From an optimization exercise on the open Yosys and OpenROAD flow, aimed at small area, a short achievable clock period and few clock cycles per item; shortcuts taken in it are not production practice.
No functional check of the RTL was part of any run shown here.

**run.sh**
```bash
#!/bin/bash
# synth_recipe.tcl (not shown) runs the flow's synth.tcl, then flattens the netlist and writes it again
# the make line also repeats each setting of config.mk as NAME=value (left out here)
make -C /OpenROAD-flow-scripts/flow DESIGN_CONFIG=/design/flow/config.mk WORK_HOME=/design/flow/orfs CLKGATE_MAP_FILE= SYNTH_SCRIPT=/design/flow/synth_recipe.tcl finish
```
**config.mk**
```make
export PLATFORM = sky130hd
export DESIGN_NAME = arctan
export DESIGN_NICKNAME = arctan
export VERILOG_FILES = /design/flow/design.v
export SDC_FILE = /design/flow/constraint.sdc
export NUM_CORES = 4
export LEC_CHECK = 0
export CAP_MARGIN = 20
export CORE_MARGIN = 2
export CORE_UTILIZATION = 50
export PLACE_DENSITY = 0.6
export SETUP_SLACK_MARGIN = 1.9
export SLEW_MARGIN = 20
```
**design.v**
```verilog
module arctan #
	(
		parameter integer C_S00_AXIS_TDATA_WIDTH	= 32,
		parameter integer C_M00_AXIS_TDATA_WIDTH	= 32,
    parameter integer ITERATIONS = 16
	)
	(
		input wire  s00_axis_aclk, s00_axis_aresetn,
		input wire  s00_axis_tlast, s00_axis_tvalid,
		input wire [C_S00_AXIS_TDATA_WIDTH-1 : 0] s00_axis_tdata,
		input wire [(C_S00_AXIS_TDATA_WIDTH/8)-1: 0] s00_axis_tstrb,
		output logic  s00_axis_tready,
		input wire  m00_axis_aclk, m00_axis_aresetn,
		input wire  m00_axis_tready,
		output logic  m00_axis_tvalid, m00_axis_tlast,
		output logic [C_M00_AXIS_TDATA_WIDTH-1 : 0] m00_axis_tdata,
		output logic [(C_M00_AXIS_TDATA_WIDTH/8)-1: 0] m00_axis_tstrb
	);
  logic ov;   
  wire adv = m00_axis_tready | ~ov;
  assign s00_axis_tready = adv;
  logic s0_v;
  logic [4:0] s0_side;
  logic signed [15:0] s0_x, s0_y;
  logic [1:0] s0_q;
  logic [0:0] s0_b;
  logic s1_v;
  logic [4:0] s1_side;
  logic signed [15:0] s1_x, s1_y;
  logic [1:0] s1_q;
  logic [1:0] s1_b;
  logic s2_v;
  logic [4:0] s2_side;
  logic signed [15:0] s2_x, s2_y;
  logic [1:0] s2_q;
  logic [2:0] s2_b;
  logic s3_v;
  logic [4:0] s3_side;
  logic signed [15:0] s3_x, s3_y;
  logic [1:0] s3_q;
  logic [3:0] s3_b;
  logic s4_v;
  logic [4:0] s4_side;
  logic signed [15:0] s4_x, s4_y;
  logic [1:0] s4_q;
  logic [4:0] s4_b;
  logic s5_v;
  logic [4:0] s5_side;
  logic signed [15:0] s5_x, s5_y;
  logic [1:0] s5_q;
  logic [5:0] s5_b;
  logic s6_v;
  logic [4:0] s6_side;
  logic signed [15:0] s6_x, s6_y;
  logic [1:0] s6_q;
  logic [6:0] s6_b;
  logic s7_v;
  logic [4:0] s7_side;
  logic signed [15:0] s7_x, s7_y;
  logic [1:0] s7_q;
  logic [7:0] s7_b;
  logic s8_v;
  logic [4:0] s8_side;
  logic signed [15:0] s8_x, s8_y;
  logic [1:0] s8_q;
  logic [8:0] s8_b;
  logic s9_v;
  logic [4:0] s9_side;
  logic signed [15:0] s9_x, s9_y;
  logic [1:0] s9_q;
  logic [9:0] s9_b;
  logic s10_v;
  logic [4:0] s10_side;
  logic signed [15:0] s10_x, s10_y;
  logic [1:0] s10_q;
  logic [10:0] s10_b;
  logic s11_v;
  logic [4:0] s11_side;
  logic signed [15:0] s11_x, s11_y;
  logic [1:0] s11_q;
  logic [11:0] s11_b;
  logic s12_v;
  logic [4:0] s12_side;
  logic signed [15:0] s12_x, s12_y;
  logic [1:0] s12_q;
  logic [12:0] s12_b;
  logic s13_v;
  logic [4:0] s13_side;
  logic signed [15:0] s13_x, s13_y;
  logic signed [18:0] s13_r;
  logic [0:0] s13_bl;
  wire c0_neg = s00_axis_tdata[15:0][15];
  wire c0_yneg = s00_axis_tdata[31:16][15];
  logic signed [15:0] c0_xf, c0_yf;
  assign c0_xf = (s00_axis_tdata[15:0] ^ {16{c0_neg}}) + 16'(c0_neg);
  assign c0_yf = (s00_axis_tdata[31:16] ^ {16{c0_neg}}) + 16'(c0_neg);
  wire c0_dn0 = ~c0_yf[15];   
  logic [0:0] c0_b;
  assign c0_b = {c0_dn0};
  always_ff @(posedge s00_axis_aclk) begin
    if (s00_axis_aresetn == 1'b0) s0_v <= 1'b0;
    else if (adv) s0_v <= s00_axis_tvalid;
  end
  always_ff @(posedge s00_axis_aclk) begin
    if (adv) begin
      s0_x <= c0_xf;
      s0_y <= c0_yf;
      s0_q <= {c0_neg, c0_yneg};
      s0_b <= c0_b;
      s0_side <= {s00_axis_tlast, s00_axis_tstrb};
    end
  end
  wire c1_d0 = s0_b[0];   
  logic signed [15:0] c1_x1, c1_y1;
  logic signed [15:0] c1_x1_op;
  assign c1_x1_op = (s0_y >>> 0);
  logic [16:0] c1_x1_s;
  assign c1_x1_s = {s0_x, 1'b1} + {c1_x1_op ^ {16{s0_y[15]}}, s0_y[15]};
  assign c1_x1 = c1_x1_s[16:1];
  logic signed [15:0] c1_y1_op;
  assign c1_y1_op = (s0_x >>> 0);
  logic [16:0] c1_y1_s;
  assign c1_y1_s = {s0_y, 1'b1} + {c1_y1_op ^ {16{c1_d0}}, c1_d0};
  assign c1_y1 = c1_y1_s[16:1];
  wire c1_dn1 = ~c1_y1[15];   
  logic [1:0] c1_b;
  assign c1_b = {c1_dn1, s0_b};
  always_ff @(posedge s00_axis_aclk) begin
    if (s00_axis_aresetn == 1'b0) s1_v <= 1'b0;
    else if (adv) s1_v <= s0_v;
  end
  always_ff @(posedge s00_axis_aclk) begin
    if (adv) begin
      s1_x <= c1_x1;
      s1_y <= c1_y1;
      s1_q <= s0_q;
      s1_b <= c1_b;
      s1_side <= s0_side;
    end
  end
  wire c2_d1 = s1_b[1];   
  logic signed [15:0] c2_x2, c2_y2;
  logic signed [15:0] c2_x2_op;
  assign c2_x2_op = (s1_y >>> 1);
  logic [16:0] c2_x2_s;
  assign c2_x2_s = {s1_x, 1'b1} + {c2_x2_op ^ {16{s1_y[15]}}, s1_y[15]};
  assign c2_x2 = c2_x2_s[16:1];
  logic signed [15:0] c2_y2_op;
  assign c2_y2_op = (s1_x >>> 1);
  logic [16:0] c2_y2_s;
  assign c2_y2_s = {s1_y, 1'b1} + {c2_y2_op ^ {16{c2_d1}}, c2_d1};
  assign c2_y2 = c2_y2_s[16:1];
  wire c2_dn2 = ~c2_y2[15];   
  logic [2:0] c2_b;
  assign c2_b = {c2_dn2, s1_b};
  always_ff @(posedge s00_axis_aclk) begin
    if (s00_axis_aresetn == 1'b0) s2_v <= 1'b0;
    else if (adv) s2_v <= s1_v;
  end
  always_ff @(posedge s00_axis_aclk) begin
    if (adv) begin
      s2_x <= c2_x2;
      s2_y <= c2_y2;
      s2_q <= s1_q;
      s2_b <= c2_b;
      s2_side <= s1_side;
    end
  end
  wire c3_d2 = s2_b[2];   
  logic signed [15:0] c3_x3, c3_y3;
  logic signed [15:0] c3_x3_op;
  assign c3_x3_op = (s2_y >>> 2);
  logic [16:0] c3_x3_s;
  assign c3_x3_s = {s2_x, 1'b1} + {c3_x3_op ^ {16{s2_y[15]}}, s2_y[15]};
  assign c3_x3 = c3_x3_s[16:1];
  logic signed [15:0] c3_y3_op;
  assign c3_y3_op = (s2_x >>> 2);
  logic [16:0] c3_y3_s;
  assign c3_y3_s = {s2_y, 1'b1} + {c3_y3_op ^ {16{c3_d2}}, c3_d2};
  assign c3_y3 = c3_y3_s[16:1];
  wire c3_dn3 = ~c3_y3[15];   
  logic [3:0] c3_b;
  assign c3_b = {c3_dn3, s2_b};
  always_ff @(posedge s00_axis_aclk) begin
    if (s00_axis_aresetn == 1'b0) s3_v <= 1'b0;
    else if (adv) s3_v <= s2_v;
  end
  always_ff @(posedge s00_axis_aclk) begin
    if (adv) begin
      s3_x <= c3_x3;
      s3_y <= c3_y3;
      s3_q <= s2_q;
      s3_b <= c3_b;
      s3_side <= s2_side;
    end
  end
  wire c4_d3 = s3_b[3];   
  logic signed [15:0] c4_x4, c4_y4;
  logic signed [15:0] c4_x4_op;
  assign c4_x4_op = (s3_y >>> 3);
  logic [16:0] c4_x4_s;
  assign c4_x4_s = {s3_x, 1'b1} + {c4_x4_op ^ {16{s3_y[15]}}, s3_y[15]};
  assign c4_x4 = c4_x4_s[16:1];
  logic signed [15:0] c4_y4_op;
  assign c4_y4_op = (s3_x >>> 3);
  logic [16:0] c4_y4_s;
  assign c4_y4_s = {s3_y, 1'b1} + {c4_y4_op ^ {16{c4_d3}}, c4_d3};
  assign c4_y4 = c4_y4_s[16:1];
  wire c4_dn4 = ~c4_y4[15];   
  logic [4:0] c4_b;
  assign c4_b = {c4_dn4, s3_b};
  always_ff @(posedge s00_axis_aclk) begin
    if (s00_axis_aresetn == 1'b0) s4_v <= 1'b0;
    else if (adv) s4_v <= s3_v;
  end
  always_ff @(posedge s00_axis_aclk) begin
    if (adv) begin
      s4_x <= c4_x4;
      s4_y <= c4_y4;
      s4_q <= s3_q;
      s4_b <= c4_b;
      s4_side <= s3_side;
    end
  end
  wire c5_d4 = s4_b[4];   
  logic signed [15:0] c5_x5, c5_y5;
  logic signed [15:0] c5_x5_op;
  assign c5_x5_op = (s4_y >>> 4);
  logic [16:0] c5_x5_s;
  assign c5_x5_s = {s4_x, 1'b1} + {c5_x5_op ^ {16{s4_y[15]}}, s4_y[15]};
  assign c5_x5 = c5_x5_s[16:1];
  logic signed [15:0] c5_y5_op;
  assign c5_y5_op = (s4_x >>> 4);
  logic [16:0] c5_y5_s;
  assign c5_y5_s = {s4_y, 1'b1} + {c5_y5_op ^ {16{c5_d4}}, c5_d4};
  assign c5_y5 = c5_y5_s[16:1];
  wire c5_dn5 = ~c5_y5[15];   
  logic [5:0] c5_b;
  assign c5_b = {c5_dn5, s4_b};
  always_ff @(posedge s00_axis_aclk) begin
    if (s00_axis_aresetn == 1'b0) s5_v <= 1'b0;
    else if (adv) s5_v <= s4_v;
  end
  always_ff @(posedge s00_axis_aclk) begin
    if (adv) begin
      s5_x <= c5_x5;
      s5_y <= c5_y5;
      s5_q <= s4_q;
      s5_b <= c5_b;
      s5_side <= s4_side;
    end
  end
  wire c6_d5 = s5_b[5];   
  logic signed [15:0] c6_x6, c6_y6;
  logic signed [15:0] c6_x6_op;
  assign c6_x6_op = (s5_y >>> 5);
  logic [16:0] c6_x6_s;
  assign c6_x6_s = {s5_x, 1'b1} + {c6_x6_op ^ {16{s5_y[15]}}, s5_y[15]};
  assign c6_x6 = c6_x6_s[16:1];
  logic signed [15:0] c6_y6_op;
  assign c6_y6_op = (s5_x >>> 5);
  logic [16:0] c6_y6_s;
  assign c6_y6_s = {s5_y, 1'b1} + {c6_y6_op ^ {16{c6_d5}}, c6_d5};
  assign c6_y6 = c6_y6_s[16:1];
  wire c6_dn6 = ~c6_y6[15];   
  logic [6:0] c6_b;
  assign c6_b = {c6_dn6, s5_b};
  always_ff @(posedge s00_axis_aclk) begin
    if (s00_axis_aresetn == 1'b0) s6_v <= 1'b0;
    else if (adv) s6_v <= s5_v;
  end
  always_ff @(posedge s00_axis_aclk) begin
    if (adv) begin
      s6_x <= c6_x6;
      s6_y <= c6_y6;
      s6_q <= s5_q;
      s6_b <= c6_b;
      s6_side <= s5_side;
    end
  end
  wire c7_d6 = s6_b[6];   
  logic signed [15:0] c7_x7, c7_y7;
  logic signed [15:0] c7_x7_op;
  assign c7_x7_op = (s6_y >>> 6);
  logic [16:0] c7_x7_s;
  assign c7_x7_s = {s6_x, 1'b1} + {c7_x7_op ^ {16{s6_y[15]}}, s6_y[15]};
  assign c7_x7 = c7_x7_s[16:1];
  logic signed [15:0] c7_y7_op;
  assign c7_y7_op = (s6_x >>> 6);
  logic [16:0] c7_y7_s;
  assign c7_y7_s = {s6_y, 1'b1} + {c7_y7_op ^ {16{c7_d6}}, c7_d6};
  assign c7_y7 = c7_y7_s[16:1];
  wire c7_dn7 = ~c7_y7[15];   
  logic [7:0] c7_b;
  assign c7_b = {c7_dn7, s6_b};
  always_ff @(posedge s00_axis_aclk) begin
    if (s00_axis_aresetn == 1'b0) s7_v <= 1'b0;
    else if (adv) s7_v <= s6_v;
  end
  always_ff @(posedge s00_axis_aclk) begin
    if (adv) begin
      s7_x <= c7_x7;
      s7_y <= c7_y7;
      s7_q <= s6_q;
      s7_b <= c7_b;
      s7_side <= s6_side;
    end
  end
  wire c8_d7 = s7_b[7];   
  logic signed [15:0] c8_x8, c8_y8;
  logic signed [15:0] c8_x8_op;
  assign c8_x8_op = (s7_y >>> 7);
  logic [16:0] c8_x8_s;
  assign c8_x8_s = {s7_x, 1'b1} + {c8_x8_op ^ {16{s7_y[15]}}, s7_y[15]};
  assign c8_x8 = c8_x8_s[16:1];
  logic signed [15:0] c8_y8_op;
  assign c8_y8_op = (s7_x >>> 7);
  logic [16:0] c8_y8_s;
  assign c8_y8_s = {s7_y, 1'b1} + {c8_y8_op ^ {16{c8_d7}}, c8_d7};
  assign c8_y8 = c8_y8_s[16:1];
  wire c8_dn8 = ~c8_y8[15];   
  logic [8:0] c8_b;
  assign c8_b = {c8_dn8, s7_b};
  always_ff @(posedge s00_axis_aclk) begin
    if (s00_axis_aresetn == 1'b0) s8_v <= 1'b0;
    else if (adv) s8_v <= s7_v;
  end
  always_ff @(posedge s00_axis_aclk) begin
    if (adv) begin
      s8_x <= c8_x8;
      s8_y <= c8_y8;
      s8_q <= s7_q;
      s8_b <= c8_b;
      s8_side <= s7_side;
    end
  end
  wire c9_d8 = s8_b[8];   
  logic signed [15:0] c9_x9, c9_y9;
  logic signed [15:0] c9_x9_op;
  assign c9_x9_op = (s8_y >>> 8);
  logic [16:0] c9_x9_s;
  assign c9_x9_s = {s8_x, 1'b1} + {c9_x9_op ^ {16{s8_y[15]}}, s8_y[15]};
  assign c9_x9 = c9_x9_s[16:1];
  logic signed [15:0] c9_y9_op;
  assign c9_y9_op = (s8_x >>> 8);
  logic [16:0] c9_y9_s;
  assign c9_y9_s = {s8_y, 1'b1} + {c9_y9_op ^ {16{c9_d8}}, c9_d8};
  assign c9_y9 = c9_y9_s[16:1];
  wire c9_dn9 = ~c9_y9[15];   
  logic [9:0] c9_b;
  assign c9_b = {c9_dn9, s8_b};
  always_ff @(posedge s00_axis_aclk) begin
    if (s00_axis_aresetn == 1'b0) s9_v <= 1'b0;
    else if (adv) s9_v <= s8_v;
  end
  always_ff @(posedge s00_axis_aclk) begin
    if (adv) begin
      s9_x <= c9_x9;
      s9_y <= c9_y9;
      s9_q <= s8_q;
      s9_b <= c9_b;
      s9_side <= s8_side;
    end
  end
  wire c10_d9 = s9_b[9];   
  logic signed [15:0] c10_x10, c10_y10;
  logic signed [15:0] c10_x10_op;
  assign c10_x10_op = (s9_y >>> 9);
  logic [16:0] c10_x10_s;
  assign c10_x10_s = {s9_x, 1'b1} + {c10_x10_op ^ {16{s9_y[15]}}, s9_y[15]};
  assign c10_x10 = c10_x10_s[16:1];
  logic signed [15:0] c10_y10_op;
  assign c10_y10_op = (s9_x >>> 9);
  logic [16:0] c10_y10_s;
  assign c10_y10_s = {s9_y, 1'b1} + {c10_y10_op ^ {16{c10_d9}}, c10_d9};
  assign c10_y10 = c10_y10_s[16:1];
  wire c10_dn10 = ~c10_y10[15];   
  logic [10:0] c10_b;
  assign c10_b = {c10_dn10, s9_b};
  always_ff @(posedge s00_axis_aclk) begin
    if (s00_axis_aresetn == 1'b0) s10_v <= 1'b0;
    else if (adv) s10_v <= s9_v;
  end
  always_ff @(posedge s00_axis_aclk) begin
    if (adv) begin
      s10_x <= c10_x10;
      s10_y <= c10_y10;
      s10_q <= s9_q;
      s10_b <= c10_b;
      s10_side <= s9_side;
    end
  end
  wire c11_d10 = s10_b[10];   
  logic signed [15:0] c11_x11, c11_y11;
  logic signed [15:0] c11_x11_op;
  assign c11_x11_op = (s10_y >>> 10);
  logic [16:0] c11_x11_s;
  assign c11_x11_s = {s10_x, 1'b1} + {c11_x11_op ^ {16{s10_y[15]}}, s10_y[15]};
  assign c11_x11 = c11_x11_s[16:1];
  logic signed [15:0] c11_y11_op;
  assign c11_y11_op = (s10_x >>> 10);
  logic [16:0] c11_y11_s;
  assign c11_y11_s = {s10_y, 1'b1} + {c11_y11_op ^ {16{c11_d10}}, c11_d10};
  assign c11_y11 = c11_y11_s[16:1];
  wire c11_dn11 = ~c11_y11[15];   
  logic [11:0] c11_b;
  assign c11_b = {c11_dn11, s10_b};
  always_ff @(posedge s00_axis_aclk) begin
    if (s00_axis_aresetn == 1'b0) s11_v <= 1'b0;
    else if (adv) s11_v <= s10_v;
  end
  always_ff @(posedge s00_axis_aclk) begin
    if (adv) begin
      s11_x <= c11_x11;
      s11_y <= c11_y11;
      s11_q <= s10_q;
      s11_b <= c11_b;
      s11_side <= s10_side;
    end
  end
  wire c12_d11 = s11_b[11];   
  logic signed [15:0] c12_x12, c12_y12;
  logic signed [15:0] c12_x12_op;
  assign c12_x12_op = (s11_y >>> 11);
  logic [16:0] c12_x12_s;
  assign c12_x12_s = {s11_x, 1'b1} + {c12_x12_op ^ {16{s11_y[15]}}, s11_y[15]};
  assign c12_x12 = c12_x12_s[16:1];
  logic signed [15:0] c12_y12_op;
  assign c12_y12_op = (s11_x >>> 11);
  logic [16:0] c12_y12_s;
  assign c12_y12_s = {s11_y, 1'b1} + {c12_y12_op ^ {16{c12_d11}}, c12_d11};
  assign c12_y12 = c12_y12_s[16:1];
  wire c12_dn12 = ~c12_y12[15];   
  logic [12:0] c12_b;
  assign c12_b = {c12_dn12, s11_b};
  always_ff @(posedge s00_axis_aclk) begin
    if (s00_axis_aresetn == 1'b0) s12_v <= 1'b0;
    else if (adv) s12_v <= s11_v;
  end
  always_ff @(posedge s00_axis_aclk) begin
    if (adv) begin
      s12_x <= c12_x12;
      s12_y <= c12_y12;
      s12_q <= s11_q;
      s12_b <= c12_b;
      s12_side <= s11_side;
    end
  end
  wire c13_d12 = s12_b[12];   
  logic signed [15:0] c13_x13, c13_y13;
  logic signed [15:0] c13_x13_op;
  assign c13_x13_op = (s12_y >>> 12);
  logic [16:0] c13_x13_s;
  assign c13_x13_s = {s12_x, 1'b1} + {c13_x13_op ^ {16{s12_y[15]}}, s12_y[15]};
  assign c13_x13 = c13_x13_s[16:1];
  logic signed [15:0] c13_y13_op;
  assign c13_y13_op = (s12_x >>> 12);
  logic [16:0] c13_y13_s;
  assign c13_y13_s = {s12_y, 1'b1} + {c13_y13_op ^ {16{c13_d12}}, c13_d12};
  assign c13_y13 = c13_y13_s[16:1];
  logic signed [18:0] c13_k;
  always_comb begin
    case ({s12_q, s12_b[4:0]})
      7'd0: c13_k = -19'sd57109;
      7'd1: c13_k = -19'sd5639;
      7'd2: c13_k = -19'sd26725;
      7'd3: c13_k = 19'sd24745;
      7'd4: c13_k = -19'sd41055;
      7'd5: c13_k = 19'sd10415;
      7'd6: c13_k = -19'sd10671;
      7'd7: c13_k = 19'sd40799;
      7'd8: c13_k = -19'sd48961;
      7'd9: c13_k = 19'sd2509;
      7'd10: c13_k = -19'sd18577;
      7'd11: c13_k = 19'sd32893;
      7'd12: c13_k = -19'sd32907;
      7'd13: c13_k = 19'sd18563;
      7'd14: c13_k = -19'sd2523;
      7'd15: c13_k = 19'sd48947;
      7'd16: c13_k = -19'sd53019;
      7'd17: c13_k = -19'sd1549;
      7'd18: c13_k = -19'sd22635;
      7'd19: c13_k = 19'sd28835;
      7'd20: c13_k = -19'sd36965;
      7'd21: c13_k = 19'sd14505;
      7'd22: c13_k = -19'sd6581;
      7'd23: c13_k = 19'sd44889;
      7'd24: c13_k = -19'sd44871;
      7'd25: c13_k = 19'sd6599;
      7'd26: c13_k = -19'sd14487;
      7'd27: c13_k = 19'sd36983;
      7'd28: c13_k = -19'sd28817;
      7'd29: c13_k = 19'sd22653;
      7'd30: c13_k = 19'sd1567;
      7'd31: c13_k = 19'sd53037;
      7'd32: c13_k = -19'sd57109;
      7'd33: c13_k = -19'sd5639;
      7'd34: c13_k = -19'sd26725;
      7'd35: c13_k = 19'sd24745;
      7'd36: c13_k = -19'sd41055;
      7'd37: c13_k = 19'sd10415;
      7'd38: c13_k = -19'sd10671;
      7'd39: c13_k = 19'sd40799;
      7'd40: c13_k = -19'sd48961;
      7'd41: c13_k = 19'sd2509;
      7'd42: c13_k = -19'sd18577;
      7'd43: c13_k = 19'sd32893;
      7'd44: c13_k = -19'sd32907;
      7'd45: c13_k = 19'sd18563;
      7'd46: c13_k = -19'sd2523;
      7'd47: c13_k = 19'sd48947;
      7'd48: c13_k = -19'sd53019;
      7'd49: c13_k = -19'sd1549;
      7'd50: c13_k = -19'sd22635;
      7'd51: c13_k = 19'sd28835;
      7'd52: c13_k = -19'sd36965;
      7'd53: c13_k = 19'sd14505;
      7'd54: c13_k = -19'sd6581;
      7'd55: c13_k = 19'sd44889;
      7'd56: c13_k = -19'sd44871;
      7'd57: c13_k = 19'sd6599;
      7'd58: c13_k = -19'sd14487;
      7'd59: c13_k = 19'sd36983;
      7'd60: c13_k = -19'sd28817;
      7'd61: c13_k = 19'sd22653;
      7'd62: c13_k = 19'sd1567;
      7'd63: c13_k = 19'sd53037;
      7'd64: c13_k = 19'sd45834;
      7'd65: c13_k = 19'sd97304;
      7'd66: c13_k = 19'sd76218;
      7'd67: c13_k = 19'sd127688;
      7'd68: c13_k = 19'sd61888;
      7'd69: c13_k = 19'sd113358;
      7'd70: c13_k = 19'sd92272;
      7'd71: c13_k = 19'sd143742;
      7'd72: c13_k = 19'sd53982;
      7'd73: c13_k = 19'sd105452;
      7'd74: c13_k = 19'sd84366;
      7'd75: c13_k = 19'sd135836;
      7'd76: c13_k = 19'sd70036;
      7'd77: c13_k = 19'sd121506;
      7'd78: c13_k = 19'sd100420;
      7'd79: c13_k = 19'sd151890;
      7'd80: c13_k = 19'sd49924;
      7'd81: c13_k = 19'sd101394;
      7'd82: c13_k = 19'sd80308;
      7'd83: c13_k = 19'sd131778;
      7'd84: c13_k = 19'sd65978;
      7'd85: c13_k = 19'sd117448;
      7'd86: c13_k = 19'sd96362;
      7'd87: c13_k = 19'sd147832;
      7'd88: c13_k = 19'sd58072;
      7'd89: c13_k = 19'sd109542;
      7'd90: c13_k = 19'sd88456;
      7'd91: c13_k = 19'sd139926;
      7'd92: c13_k = 19'sd74126;
      7'd93: c13_k = 19'sd125596;
      7'd94: c13_k = 19'sd104510;
      7'd95: c13_k = 19'sd155980;
      7'd96: c13_k = -19'sd160052;
      7'd97: c13_k = -19'sd108582;
      7'd98: c13_k = -19'sd129668;
      7'd99: c13_k = -19'sd78198;
      7'd100: c13_k = -19'sd143998;
      7'd101: c13_k = -19'sd92528;
      7'd102: c13_k = -19'sd113614;
      7'd103: c13_k = -19'sd62144;
      7'd104: c13_k = -19'sd151904;
      7'd105: c13_k = -19'sd100434;
      7'd106: c13_k = -19'sd121520;
      7'd107: c13_k = -19'sd70050;
      7'd108: c13_k = -19'sd135850;
      7'd109: c13_k = -19'sd84380;
      7'd110: c13_k = -19'sd105466;
      7'd111: c13_k = -19'sd53996;
      7'd112: c13_k = -19'sd155962;
      7'd113: c13_k = -19'sd104492;
      7'd114: c13_k = -19'sd125578;
      7'd115: c13_k = -19'sd74108;
      7'd116: c13_k = -19'sd139908;
      7'd117: c13_k = -19'sd88438;
      7'd118: c13_k = -19'sd109524;
      7'd119: c13_k = -19'sd58054;
      7'd120: c13_k = -19'sd147814;
      7'd121: c13_k = -19'sd96344;
      7'd122: c13_k = -19'sd117430;
      7'd123: c13_k = -19'sd65960;
      7'd124: c13_k = -19'sd131760;
      7'd125: c13_k = -19'sd80290;
      7'd126: c13_k = -19'sd101376;
      7'd127: c13_k = -19'sd49906;
      default: c13_k = '0;
    endcase
  end
  logic [18:0] c13_g0;
  always_comb begin
    case (s12_b[12:5])
      8'd0: c13_g0 = 19'd0;
      8'd1: c13_g0 = 19'd2046;
      8'd2: c13_g0 = 19'd1022;
      8'd3: c13_g0 = 19'd3068;
      8'd4: c13_g0 = 19'd510;
      8'd5: c13_g0 = 19'd2556;
      8'd6: c13_g0 = 19'd1532;
      8'd7: c13_g0 = 19'd3578;
      8'd8: c13_g0 = 19'd254;
      8'd9: c13_g0 = 19'd2300;
      8'd10: c13_g0 = 19'd1276;
      8'd11: c13_g0 = 19'd3322;
      8'd12: c13_g0 = 19'd764;
      8'd13: c13_g0 = 19'd2810;
      8'd14: c13_g0 = 19'd1786;
      8'd15: c13_g0 = 19'd3832;
      8'd16: c13_g0 = 19'd126;
      8'd17: c13_g0 = 19'd2172;
      8'd18: c13_g0 = 19'd1148;
      8'd19: c13_g0 = 19'd3194;
      8'd20: c13_g0 = 19'd636;
      8'd21: c13_g0 = 19'd2682;
      8'd22: c13_g0 = 19'd1658;
      8'd23: c13_g0 = 19'd3704;
      8'd24: c13_g0 = 19'd380;
      8'd25: c13_g0 = 19'd2426;
      8'd26: c13_g0 = 19'd1402;
      8'd27: c13_g0 = 19'd3448;
      8'd28: c13_g0 = 19'd890;
      8'd29: c13_g0 = 19'd2936;
      8'd30: c13_g0 = 19'd1912;
      8'd31: c13_g0 = 19'd3958;
      8'd32: c13_g0 = 19'd62;
      8'd33: c13_g0 = 19'd2108;
      8'd34: c13_g0 = 19'd1084;
      8'd35: c13_g0 = 19'd3130;
      8'd36: c13_g0 = 19'd572;
      8'd37: c13_g0 = 19'd2618;
      8'd38: c13_g0 = 19'd1594;
      8'd39: c13_g0 = 19'd3640;
      8'd40: c13_g0 = 19'd316;
      8'd41: c13_g0 = 19'd2362;
      8'd42: c13_g0 = 19'd1338;
      8'd43: c13_g0 = 19'd3384;
      8'd44: c13_g0 = 19'd826;
      8'd45: c13_g0 = 19'd2872;
      8'd46: c13_g0 = 19'd1848;
      8'd47: c13_g0 = 19'd3894;
      8'd48: c13_g0 = 19'd188;
      8'd49: c13_g0 = 19'd2234;
      8'd50: c13_g0 = 19'd1210;
      8'd51: c13_g0 = 19'd3256;
      8'd52: c13_g0 = 19'd698;
      8'd53: c13_g0 = 19'd2744;
      8'd54: c13_g0 = 19'd1720;
      8'd55: c13_g0 = 19'd3766;
      8'd56: c13_g0 = 19'd442;
      8'd57: c13_g0 = 19'd2488;
      8'd58: c13_g0 = 19'd1464;
      8'd59: c13_g0 = 19'd3510;
      8'd60: c13_g0 = 19'd952;
      8'd61: c13_g0 = 19'd2998;
      8'd62: c13_g0 = 19'd1974;
      8'd63: c13_g0 = 19'd4020;
      8'd64: c13_g0 = 19'd30;
      8'd65: c13_g0 = 19'd2076;
      8'd66: c13_g0 = 19'd1052;
      8'd67: c13_g0 = 19'd3098;
      8'd68: c13_g0 = 19'd540;
      8'd69: c13_g0 = 19'd2586;
      8'd70: c13_g0 = 19'd1562;
      8'd71: c13_g0 = 19'd3608;
      8'd72: c13_g0 = 19'd284;
      8'd73: c13_g0 = 19'd2330;
      8'd74: c13_g0 = 19'd1306;
      8'd75: c13_g0 = 19'd3352;
      8'd76: c13_g0 = 19'd794;
      8'd77: c13_g0 = 19'd2840;
      8'd78: c13_g0 = 19'd1816;
      8'd79: c13_g0 = 19'd3862;
      8'd80: c13_g0 = 19'd156;
      8'd81: c13_g0 = 19'd2202;
      8'd82: c13_g0 = 19'd1178;
      8'd83: c13_g0 = 19'd3224;
      8'd84: c13_g0 = 19'd666;
      8'd85: c13_g0 = 19'd2712;
      8'd86: c13_g0 = 19'd1688;
      8'd87: c13_g0 = 19'd3734;
      8'd88: c13_g0 = 19'd410;
      8'd89: c13_g0 = 19'd2456;
      8'd90: c13_g0 = 19'd1432;
      8'd91: c13_g0 = 19'd3478;
      8'd92: c13_g0 = 19'd920;
      8'd93: c13_g0 = 19'd2966;
      8'd94: c13_g0 = 19'd1942;
      8'd95: c13_g0 = 19'd3988;
      8'd96: c13_g0 = 19'd92;
      8'd97: c13_g0 = 19'd2138;
      8'd98: c13_g0 = 19'd1114;
      8'd99: c13_g0 = 19'd3160;
      8'd100: c13_g0 = 19'd602;
      8'd101: c13_g0 = 19'd2648;
      8'd102: c13_g0 = 19'd1624;
      8'd103: c13_g0 = 19'd3670;
      8'd104: c13_g0 = 19'd346;
      8'd105: c13_g0 = 19'd2392;
      8'd106: c13_g0 = 19'd1368;
      8'd107: c13_g0 = 19'd3414;
      8'd108: c13_g0 = 19'd856;
      8'd109: c13_g0 = 19'd2902;
      8'd110: c13_g0 = 19'd1878;
      8'd111: c13_g0 = 19'd3924;
      8'd112: c13_g0 = 19'd218;
      8'd113: c13_g0 = 19'd2264;
      8'd114: c13_g0 = 19'd1240;
      8'd115: c13_g0 = 19'd3286;
      8'd116: c13_g0 = 19'd728;
      8'd117: c13_g0 = 19'd2774;
      8'd118: c13_g0 = 19'd1750;
      8'd119: c13_g0 = 19'd3796;
      8'd120: c13_g0 = 19'd472;
      8'd121: c13_g0 = 19'd2518;
      8'd122: c13_g0 = 19'd1494;
      8'd123: c13_g0 = 19'd3540;
      8'd124: c13_g0 = 19'd982;
      8'd125: c13_g0 = 19'd3028;
      8'd126: c13_g0 = 19'd2004;
      8'd127: c13_g0 = 19'd4050;
      8'd128: c13_g0 = 19'd14;
      8'd129: c13_g0 = 19'd2060;
      8'd130: c13_g0 = 19'd1036;
      8'd131: c13_g0 = 19'd3082;
      8'd132: c13_g0 = 19'd524;
      8'd133: c13_g0 = 19'd2570;
      8'd134: c13_g0 = 19'd1546;
      8'd135: c13_g0 = 19'd3592;
      8'd136: c13_g0 = 19'd268;
      8'd137: c13_g0 = 19'd2314;
      8'd138: c13_g0 = 19'd1290;
      8'd139: c13_g0 = 19'd3336;
      8'd140: c13_g0 = 19'd778;
      8'd141: c13_g0 = 19'd2824;
      8'd142: c13_g0 = 19'd1800;
      8'd143: c13_g0 = 19'd3846;
      8'd144: c13_g0 = 19'd140;
      8'd145: c13_g0 = 19'd2186;
      8'd146: c13_g0 = 19'd1162;
      8'd147: c13_g0 = 19'd3208;
      8'd148: c13_g0 = 19'd650;
      8'd149: c13_g0 = 19'd2696;
      8'd150: c13_g0 = 19'd1672;
      8'd151: c13_g0 = 19'd3718;
      8'd152: c13_g0 = 19'd394;
      8'd153: c13_g0 = 19'd2440;
      8'd154: c13_g0 = 19'd1416;
      8'd155: c13_g0 = 19'd3462;
      8'd156: c13_g0 = 19'd904;
      8'd157: c13_g0 = 19'd2950;
      8'd158: c13_g0 = 19'd1926;
      8'd159: c13_g0 = 19'd3972;
      8'd160: c13_g0 = 19'd76;
      8'd161: c13_g0 = 19'd2122;
      8'd162: c13_g0 = 19'd1098;
      8'd163: c13_g0 = 19'd3144;
      8'd164: c13_g0 = 19'd586;
      8'd165: c13_g0 = 19'd2632;
      8'd166: c13_g0 = 19'd1608;
      8'd167: c13_g0 = 19'd3654;
      8'd168: c13_g0 = 19'd330;
      8'd169: c13_g0 = 19'd2376;
      8'd170: c13_g0 = 19'd1352;
      8'd171: c13_g0 = 19'd3398;
      8'd172: c13_g0 = 19'd840;
      8'd173: c13_g0 = 19'd2886;
      8'd174: c13_g0 = 19'd1862;
      8'd175: c13_g0 = 19'd3908;
      8'd176: c13_g0 = 19'd202;
      8'd177: c13_g0 = 19'd2248;
      8'd178: c13_g0 = 19'd1224;
      8'd179: c13_g0 = 19'd3270;
      8'd180: c13_g0 = 19'd712;
      8'd181: c13_g0 = 19'd2758;
      8'd182: c13_g0 = 19'd1734;
      8'd183: c13_g0 = 19'd3780;
      8'd184: c13_g0 = 19'd456;
      8'd185: c13_g0 = 19'd2502;
      8'd186: c13_g0 = 19'd1478;
      8'd187: c13_g0 = 19'd3524;
      8'd188: c13_g0 = 19'd966;
      8'd189: c13_g0 = 19'd3012;
      8'd190: c13_g0 = 19'd1988;
      8'd191: c13_g0 = 19'd4034;
      8'd192: c13_g0 = 19'd44;
      8'd193: c13_g0 = 19'd2090;
      8'd194: c13_g0 = 19'd1066;
      8'd195: c13_g0 = 19'd3112;
      8'd196: c13_g0 = 19'd554;
      8'd197: c13_g0 = 19'd2600;
      8'd198: c13_g0 = 19'd1576;
      8'd199: c13_g0 = 19'd3622;
      8'd200: c13_g0 = 19'd298;
      8'd201: c13_g0 = 19'd2344;
      8'd202: c13_g0 = 19'd1320;
      8'd203: c13_g0 = 19'd3366;
      8'd204: c13_g0 = 19'd808;
      8'd205: c13_g0 = 19'd2854;
      8'd206: c13_g0 = 19'd1830;
      8'd207: c13_g0 = 19'd3876;
      8'd208: c13_g0 = 19'd170;
      8'd209: c13_g0 = 19'd2216;
      8'd210: c13_g0 = 19'd1192;
      8'd211: c13_g0 = 19'd3238;
      8'd212: c13_g0 = 19'd680;
      8'd213: c13_g0 = 19'd2726;
      8'd214: c13_g0 = 19'd1702;
      8'd215: c13_g0 = 19'd3748;
      8'd216: c13_g0 = 19'd424;
      8'd217: c13_g0 = 19'd2470;
      8'd218: c13_g0 = 19'd1446;
      8'd219: c13_g0 = 19'd3492;
      8'd220: c13_g0 = 19'd934;
      8'd221: c13_g0 = 19'd2980;
      8'd222: c13_g0 = 19'd1956;
      8'd223: c13_g0 = 19'd4002;
      8'd224: c13_g0 = 19'd106;
      8'd225: c13_g0 = 19'd2152;
      8'd226: c13_g0 = 19'd1128;
      8'd227: c13_g0 = 19'd3174;
      8'd228: c13_g0 = 19'd616;
      8'd229: c13_g0 = 19'd2662;
      8'd230: c13_g0 = 19'd1638;
      8'd231: c13_g0 = 19'd3684;
      8'd232: c13_g0 = 19'd360;
      8'd233: c13_g0 = 19'd2406;
      8'd234: c13_g0 = 19'd1382;
      8'd235: c13_g0 = 19'd3428;
      8'd236: c13_g0 = 19'd870;
      8'd237: c13_g0 = 19'd2916;
      8'd238: c13_g0 = 19'd1892;
      8'd239: c13_g0 = 19'd3938;
      8'd240: c13_g0 = 19'd232;
      8'd241: c13_g0 = 19'd2278;
      8'd242: c13_g0 = 19'd1254;
      8'd243: c13_g0 = 19'd3300;
      8'd244: c13_g0 = 19'd742;
      8'd245: c13_g0 = 19'd2788;
      8'd246: c13_g0 = 19'd1764;
      8'd247: c13_g0 = 19'd3810;
      8'd248: c13_g0 = 19'd486;
      8'd249: c13_g0 = 19'd2532;
      8'd250: c13_g0 = 19'd1508;
      8'd251: c13_g0 = 19'd3554;
      8'd252: c13_g0 = 19'd996;
      8'd253: c13_g0 = 19'd3042;
      8'd254: c13_g0 = 19'd2018;
      8'd255: c13_g0 = 19'd4064;
      default: c13_g0 = '0;
    endcase
  end
  logic signed [18:0] c13_r;
  assign c13_r = c13_k + c13_g0;
  wire c13_dn13 = ~c13_y13[15];   
  logic [13:0] c13_b;
  assign c13_b = {c13_dn13, s12_b};
  always_ff @(posedge s00_axis_aclk) begin
    if (s00_axis_aresetn == 1'b0) s13_v <= 1'b0;
    else if (adv) s13_v <= s12_v;
  end
  always_ff @(posedge s00_axis_aclk) begin
    if (adv) begin
      s13_x <= c13_x13;
      s13_y <= c13_y13;
      s13_r <= c13_r;
      s13_bl <= c13_b[13:13];
      s13_side <= s12_side;
    end
  end
  wire c14_d13 = s13_bl[0];   
  logic signed [15:0] c14_y14;
  logic signed [15:0] c14_y14_op;
  assign c14_y14_op = (s13_x >>> 13);
  logic [16:0] c14_y14_s;
  assign c14_y14_s = {s13_y, 1'b1} + {c14_y14_op ^ {16{c14_d13}}, c14_d13};
  assign c14_y14 = c14_y14_s[16:1];
  wire c14_d14 = ~c14_y14[15];   
  logic [14:0] c14_b;
  assign c14_b = {c14_d14, s13_bl};
  logic signed [18:0] c14_ph;
  logic signed [18:0] c14_t0, c14_t1;
  assign c14_t0 = s13_r + 19'({s13_bl[0], s13_bl[0], 1'b0});   
  assign c14_t1 = c14_t0 + 19'sd2;
  assign c14_ph = c14_d14 ? c14_t1 : c14_t0;
  logic signed [18:0] o_ph;
  logic [4:0] o_side;
  always_ff @(posedge s00_axis_aclk) begin
    if (s00_axis_aresetn == 1'b0) ov <= 1'b0;
    else if (adv) ov <= s13_v;
  end
  always_ff @(posedge s00_axis_aclk) begin
    if (adv) begin
      o_ph <= c14_ph;
      o_side <= s13_side;
    end
  end
  assign m00_axis_tvalid = ov;
  assign m00_axis_tdata = {{(C_M00_AXIS_TDATA_WIDTH-19){o_ph[18]}}, o_ph};
  assign m00_axis_tlast = o_side[4];
  assign m00_axis_tstrb = o_side[3:0];
endmodule
```
**constraint.sdc**
```tcl
create_clock -name core_clock -period 5.0 [get_ports {s00_axis_aclk}]
set_input_delay 1.0000 -clock core_clock [delete_from_list [all_inputs] [get_ports {s00_axis_aclk}]]
set_output_delay 1.0000 -clock core_clock [all_outputs]
set_load 0.01 [all_outputs]
```
==> notes.md, run 1 <==
The flow ran to the end and the layout has no timing, DRC or antenna violations. STA classifies the critical path endpoint as a register. For this run, the leading register cell type out of synthesis is edfxtp_1. The sequential area share after synthesis is 0.484. In this run, the number of DRC markers left after iteration 0 of detailed routing was 1375.

The pin count of the biggest net entering global routing is 152. The count of buffers inserted at the top-level ports is 79. The count of mapped cells out of synthesis came out at 3732. After synthesis, the mean cell area works out to 11.4 um^2.

The number of buffers inserted by hold repair at cts came out at 0. The longest clock path from root to sink contains 3 buffers. The transition at the pin with the smallest max-transition slack is 0.894 ns.

The max-slew violation count is 0. The total die area is 0.0871 mm^2. The number of synthesized flops with an enable pin came out at 653. The global-route wire length before repair came out at 143000 um. The synthesized area is 0.0424 mm^2. The post-route clock period utilization is 0.691. The area after detailed placement is 0.0446 mm^2. CTS built an H-tree with a depth of 3.

The highest clock frequency the design can meet is 290 MHz. The setup skew after layout is 0.0282 ns. The routability congestion estimate from global placement is 0.850. The final standard cell area without fillers came out at 0.0496 mm^2. The worst path arrival time is 3.95 ns. The horizontal extent of the die came out at 295 um. Max-cap violations in this run came to 0. The biggest area contributor in the post-synthesis netlist is edfxtp_1. The worst setup path is of the reg2reg kind.

The first detailed-routing pass took 5 iterations. The worst hold path stage count is 0. For this run, the total global-route usage over all layers was measured as 0.203. The die boundary height came out at 295 um.

The average vias per placed instance came out at 5.46. The setup TNS is 0 ns. The final setup violation count came out at 0. Clock-pin slew was measured on the worst setup and hold paths at 0.06 ns.

The via count of the first global-routing pass came out at 28000. The final HPWL from detailed placement is 63100 um. The worst-skew pair later-pin latency came out at 0.63 ns. The worst stage delay on the critical path came out at 0.46 ns. The antenna diode instance count came out at 0. Ranked by total cell area, the synthesized netlist is headed by edfxtp_1, ha_1, xor2_1. The yosys synthesis warning count came out at 1. The TritonCTS sink count is 698. The buffer and inverter count on the worst path is 2.

Dividing the detail-routed wire length by the instance count gives 17.2 um. The gate family responsible for the most delay along the worst path is compound AO/OA/AOI/OAI gates. Of the total synthesized cell area, the portion taken by full adders, half adders and majority gates is 0.109. The tree is rooted in a clkbuf_16. The number of ports placed on the die boundary came out at 82. The residual DRC count came out at 0. The length in cells of the worst reg-to-reg path is 13. TritonCTS built the clock tree.

The worst max-slew margin expressed relative to the limit came out at 0.404. The total grt overflow came out at 0. The main combinational cell family by area after synthesis is XOR/XNOR gates. The number of nets in the final layout came out at 4403. The number of endpoints with negative hold slack in the final report is 0. In this run the number of cells on the critical path is 13.

The via total after detailed routing came out at 28400. The count of filler cells inserted in the layout came out at 6825. The master of the slowest instance on the critical path is a2111oi_4.

The signal on the critical path passes through buf_4, xor2_1, ha_1, a21oi_2, nor2b_2, o41a_1, o2111ai_2, o21ba_4, a31oi_4, xnor2_4, inv_4, a2111oi_4, mux2_4. The area fraction in and, or, nand and nor cells after synthesis came out at 0.0995. The total length of routed wires is 89500 um. The clock period minus final worst setup slack is 3.45 ns.

The ratio of cells with drive above 1 in the final layout is 0.131. The region available for standard cell placement spans 0.0838 mm^2. The library cell used most frequently in the layout, excluding fill and tap cells, is edfxtp_1. The flop and latch count out of synthesis came out at 698. Of the total synthesized cell area, the portion taken by XOR and XNOR cells is 0.153.

Setup repair after global routing could not meet its margin everywhere. The worst setup path is launched from a register. The mux cell area share after synthesis came out at 0.0139. The number of CTS-inserted buffers came out at 81. The share of synthesized area in the top cell type comes to 0.463. The initial antenna violation count came out at 0.

The complex-gate fraction of the synthesized area came out at 0.124. The synthesis-to-layout area growth is 17.0%. The required arrival time at the worst endpoint is 5.49 ns. The number of antenna-violating nets in the routed design came out at 0. The number of distinct library cells after synthesis came out at 82. The number of placement rows is 106. The path class of the lowest-slack min-delay path is reg2reg. The async set-or-reset flop fraction in the synthesized netlist came out at 0.

In this run the worst path has a maximum fanout of 3. The top cell types in the final layout, fill and taps aside, are edfxtp_1, xor2_1, xnor2_1. The starting utilization of the core area came out at 0.505. When the netlist entered floorplanning its net count stood at 4142.
## final timing paths
check	slack, ns	end	startpoint
setup reg to reg	1.55	c13_g0[10]	s11_b[11]
hold / removal	0.40	s9_b[3]	s8_b[3]
hold reg to reg	0.40	s9_b[3]	s8_b[3]
setup / recovery	1.55	c13_g0[10]	s11_b[11]
## what timing repair did
action,CTS,global route
pin swaps,17,97
setup endpoints to repair,145,203
setup buffers,78,87
endpoints found under the hold margin,0,0
gates resized for setup,63,154
## synth_stat cells (14+ instances only)
library cell and n:
a211oi_1 27, a21oi_1 285, o21bai_1 35, and3_1 37, buf_1 15, o211ai_1 20
o21ai_1 38, or3_1 24, or2_2 14, nand2_1 193, mux2i_1 42, a21boi_0 27
nand3_1 90, nand4_1 17, ha_1 365, clkbuf_1 60, nand2b_1 44, a21o_1 86
dfxtp_1 45, o21a_1 47, nor3_1 98, a31oi_1 29, xor2_1 376, nor2b_1 61
nor2_1 249, o41ai_1 14, inv_1 73, edfxtp_1 653, xnor2_1 363, o21ai_0 120
## layout make-up
type | count | area (um^2) | area share
Tap cell | 1134 | 1420 | 0.0286
Multi-Input combinational cell | 2868 | 22300 | 0.450
Clock inverter | 52 | 507 | 0.0102
Sequential cell | 698 | 20500 | 0.414
Inverter | 75 | 304 | 0.00613
Timing Repair Buffer | 269 | 2380 | 0.0480
Clock buffer | 99 | 2130 | 0.0429
## routing by layer
layer,GRT usage,routed length [um]
met1,0.264,40500
met2,0.353,43800
met3,0.0251,2990
met4,0.0635,2290
met5,0,0
## metrics by stage
step	setup WS [ns]	utilization	instances	hold WS, ns
2_1_floorplan	0.836	-	3732	0.386
3_3_place_gp	0.810	0.532	4879	0.386
3_5_place_dp	0.869	0.532	4879	0.390
4_1_cts	1.46	0.575	5108	0.392
5_1_grt	1.44	0.591	5195	0.413
6_report	1.55	0.591	5195	0.400
## kinds of logic (layout without fill, tap and decap cells)
kind of cell / count (synthesis) / count (layout)
AND/OR/NAND/NOR: 877 / 877
AO/OA/AOI/OAI: 828 / 828
XOR/XNOR: 740 / 740
flip-flops: 698 / 698
adder cells (fa/ha/maj): 367 / 367
buffers and inverters: 166 / 495
multiplexers: 56 / 56
==> run 2, diff against run 1 <==
--- a/config.mk
+++ b/config.mk
@@ -7,7 +7,6 @@
 export LEC_CHECK = 0
 export CAP_MARGIN = 20
 export CORE_MARGIN = 2
-export CORE_UTILIZATION = 50
-export PLACE_DENSITY = 0.6
-export SETUP_SLACK_MARGIN = 1.9
+export CORE_UTILIZATION = 40
+export SETUP_SLACK_MARGIN = 1.7
 export SLEW_MARGIN = 20
==> run 2 against run 1 <==
Still clean on timing, DRC and antenna. Wire length fell by 6.9%. Area after synthesis did not move. Sequential cell count did not move. Via count fell by 3.5%. Clock skew fell by 0.0085 ns.
==> notes.md, run 2 <==
The number of DRC violations after detailed-routing iteration 0 came to 1376 (+0.073%). The worst min-delay path endpoint is s6_b[0]. The number of buffers inserted by hold repair at cts is 0 (unchanged). The pin count of the biggest net entering global routing was 141 (-7.2%). The number of nets in the final layout is 4321 (-1.9%). The length in cells of the worst reg-to-reg path came out at 12 (-1). The routability congestion estimate from global placement came out at 0.852 (+0.20%). The number of synthesized flops with an enable pin is 653 (unchanged). In the layout the commonest cells are edfxtp_1, xor2_1, xnor2_1. The via count of the first global-routing pass was 26400 (-5.9%). The TritonCTS sink count came out at 698 (unchanged). The max-slew violation count is 0 (unchanged). The global routing usage on met2 is 0.273 (-0.0794).

The post-route non-filler standard cell count came out at 5365 (+3.3%). The async set-or-reset flop fraction in the synthesized netlist came out at 0 (unchanged).

In this run the worst hold path is classified as reg2reg. The met1 layer usage reported by global route came out at 0.191 (-0.0730). The flop and latch count out of synthesis came out at 698 (unchanged). The number of cells after detailed placement is 5135 (+5.2%).

The post-synthesis area per instance was 11.4 um^2 (unchanged). The initial antenna violation count is 0 (unchanged). The post-detailed-route wirelength per cell is 15.5 um (-9.8%). The die boundary height came out at 329 um (+12%).

The final setup slack of the worst path came out at 1.60 ns (+0.0571 ns). The required arrival time at the worst endpoint is 5.52 ns (+0.03 ns). The average vias per placed instance came out at 5.11 (-6.5%). The total core area was 0.105 mm^2 (+25%). The detailed-routing iteration count for the pre-antenna-repair pass came to 5 (unchanged). By area the synthesized netlist is led by edfxtp_1, ha_1, xor2_1. The worst hold path stage count is 0 (unchanged). The critical path capture point type is a register. The antenna diode instance count is 0 (unchanged).

The number of ports placed on the die boundary is 82 (unchanged). The startpoint identified for the worst hold timing path is s5_b[0]. The setup skew after layout is 0.0197 ns (-0.00854 ns). The met3 track demand over resource in global routing came out at 0.0240 (-0.00108).

The sequential area share after synthesis came out at 0.484 (unchanged). The critical-path maximum fanout came to 4 (+1). The pre-CTS setup slack is 0.977 ns (+0.108 ns). The horizontal extent of the die came out at 329 um (+12%). The worst register-to-register path ends at c13_g0[10]. The number of endpoints with negative hold slack in the final report came to 0 (unchanged).

The total die area is 0.109 mm^2 (+25%). The synthesized area is 0.0424 mm^2 (unchanged). The startpoint identified for the worst register-to-register timing path is s11_x[13].

The number of distinct library cells after synthesis is 82 (unchanged). Relative to the synthesized area, the layout overhead comes to 15.0%. The number of buffers between clock root and the deepest sink came out at 3 (unchanged).

The final HPWL from detailed placement is 60200 um (-4.6%). The setup path with the least slack is of type reg2reg. The count of mapped cells out of synthesis came to 3732 (unchanged). By count the netlist is led by edfxtp_1, xor2_1, ha_1.

The H-tree depth reported by CTS came to 3 (unchanged). The reg-to-reg setup timing slack came to 1.60 ns (+0.06 ns). The net count after synthesis came out at 4142 (unchanged). The worst path arrival time was 3.92 ns (-0.03 ns). The final setup violation count came out at 0 (unchanged). The number of CTS-inserted buffers came out at 80 (-1.2%). The residual DRC count is 0 (unchanged).

The count of filler cells inserted in the layout is 9615 (+41%). The via total after detailed routing was 27400 (-3.5%). The commonest non-fill, non-tap cell in the layout is edfxtp_1. Summed over all instances, the cell type with the most area after synthesis is edfxtp_1. The clock period minus final worst setup slack came out at 3.40 ns (-0.0571 ns). After synthesis, the largest family of logic cells by area is XOR/XNOR gates. The count of buffers inserted at the top-level ports is 79 (unchanged). The starting utilization of the core area came out at 0.403 (-0.102). The clock-pin slew of the registers on the worst-case setup and hold paths is 0.06 ns (about the same). The final hold slack was 0.410 ns (+0.00923 ns). The complex-gate fraction of the synthesized area came out at 0.124 (unchanged). The area fraction in and, or, nand and nor cells after synthesis came out at 0.0995 (unchanged).

The post-route clock period utilization came to 0.679 (-0.0114). The mux cell area share after synthesis is 0.0139 (unchanged). The number of antenna-violating nets in the routed design is 0 (unchanged). The worst-skew pair later-pin latency is 0.64 ns (about the same). TritonCTS built the clock tree.

The ratio of cells with drive above 1 in the final layout came out at 0.0861 (-0.0445). The max-cap check violation count came to 0 (unchanged). The adder-cell area share of the yosys netlist came out at 0.109 (unchanged). The master cell of the clock root buffer is clkbuf_16.

The number of placement rows is 119 (+12%). The flow ran to the end and the layout has no timing, DRC or antenna violations. The share of the synthesized netlist area taken by xor and xnor gates is 0.153 (unchanged).

The transition at the pin with the smallest max-transition slack was 0.993 ns (+0.0997 ns). Setup repair after global routing could not meet its margin everywhere. edfxtp_1 is the most common cell in the netlist.

The total length of routed wires came out at 83400 um (-6.9%). The global-route usage over all layers came out at 0.154 (-0.0492). The post-layout utilization of the core came out at 0.464 (-0.128). In the synthesized netlist the dominant register cell turns out to be edfxtp_1. The global routing's busiest layer is met2.

The setup TNS came out at 0 ns (unchanged). The area share of the leading cell type in the synthesized netlist is 0.463 (unchanged). STA classifies the critical path startpoint as a register.

The total grt overflow came to 0 (unchanged). The global-route wire length before repair came out at 136000 um (-5.1%). The highest clock frequency the design can meet is 295 MHz (+1.7%).

The yosys synthesis warning count is 1 (unchanged). The worst max-slew margin expressed relative to the limit was 0.338 (-0.0665).
run 2: cell counts after synthesis:
Identical to the previous run, type by type.
run 2: through the flow:
| step | cell area, um^2 |
|---|---|
| 2_1_floorplan | 42500 |
| 3_3_place_gp | 44800 |
| 3_5_place_dp | 44800 |
| 4_1_cts | 48100 |
| 5_1_grt | 48700 |
| 6_report | 48700 |
run 2: how the worst max path moves through the flow:
| stage | startpoint | endpoint | slack [ns] | depth (start not counted) |
|---|---|---|---|---|
| after floorplan | m00_axis_tready | s00_axis_tready | 0.84 | 6 |
| after global placement | m00_axis_tready | c13_g0[2] | 1.02 | 11 |
| after detailed placement | m00_axis_tready | c13_g0[2] | 0.98 | 11 |
| after CTS | s11_b[11] | c13_g0[10] | 1.61 | 13 |
| after global routing | s11_b[11] | c13_g0[10] | 1.47 | 13 |
| final | s11_x[13] | c13_g0[10] | 1.60 | 12 |
run 2: layout make-up:
| type | count | area, um^2 | share of cell area |
|---|---|---|---|
| multi-input cells | 2868 | 21700 | 0.446 |
| flip-flops and latches | 698 | 20500 | 0.421 |
| clock buffers | 102 | 2200 | 0.0452 |
| well taps | 1391 | 1740 | 0.0357 |
| repair buffers | 187 | 1710 | 0.0352 |
| clock inverters | 43 | 515 | 0.0106 |
| inverters | 75 | 298 | 0.00611 |
| repair inverters | 1 | 8.76 | 0.000180 |
run 2: kinds of logic (layout without fill, tap and decap cells):
group                    Yosys count  count (layout)
AO/OA/AOI/OAI                    828             828
flip-flops                       698             698
XOR/XNOR                         740             740
AND/OR/NAND/NOR                  877             877
multiplexers                      56              56
buffers and inverters            166             408
adder cells (fa/ha/maj)          367             367
run 2: metal layers:
metal | vias to the layer above | part of all wire
met3 | 130 | 0.030
met4 | 0 | 0.026
met1 | 12800 | 0.45
met2 | 391 | 0.50
li1 | 14100 | -
met5 | - | 0
run 2: repair_timing:
item / 4_1_cts / 5_1_grt
setup buffers: 53 / 31
resized for setup: 25 / 63
gates cloned: 1 / 0
setup endpoints to repair: 69 / 69
pin swaps: 15 / 15
run 2: critical path, cell delays in order (launching register included):
cell and delay, ns:
edfxtp_1 0.47, xor2_2 0.22, ha_4 0.24, a21oi_4 0.16, nor2b_4 0.06, o41a_1 0.41
o2111ai_2 0.24, o21ba_4 0.20, a31oi_4 0.11, xnor2_4 0.26, inv_2 0.11, a2111oi_4 0.46
mux2_4 0.33

==> port drivers added, routing unchanged <==
The flow's constraints put no driver on any port. The routed layouts listed below were extracted and timed again, unchanged, in two steps.
Step 1 sets driving cells, clkbuf_16 on the clock port and buf_2 on the other inputs (assumed; they add their load-dependent delay and slew).
Step 2 times the ports against the registers' clock, not the clock port: input delays grow and output delays shrink by t, the midpoint of the rising clock arrivals with the driver on.
Slacks: ideal / step 1 / step 2; pairs: ideal / step 1.
run | shift t [ns] | setup WS [ns] | worst setup path at the end | clock arrival spread, ns | worst slew at a driven data input, ns
run 1 | 0.683 | 1.547 / 1.547 / 1.178 | input to register | 0.029 / 0.029 | 0.06
run 2 | 0.698 | 1.604 / 1.604 / 1.081 | input to register | 0.020 / 0.021 | 0.05
After both steps every run listed still meets setup and hold. The setup slack of run 2, which loses most, moves by 0.000 ns with the drivers and by -0.523 ns with both steps.
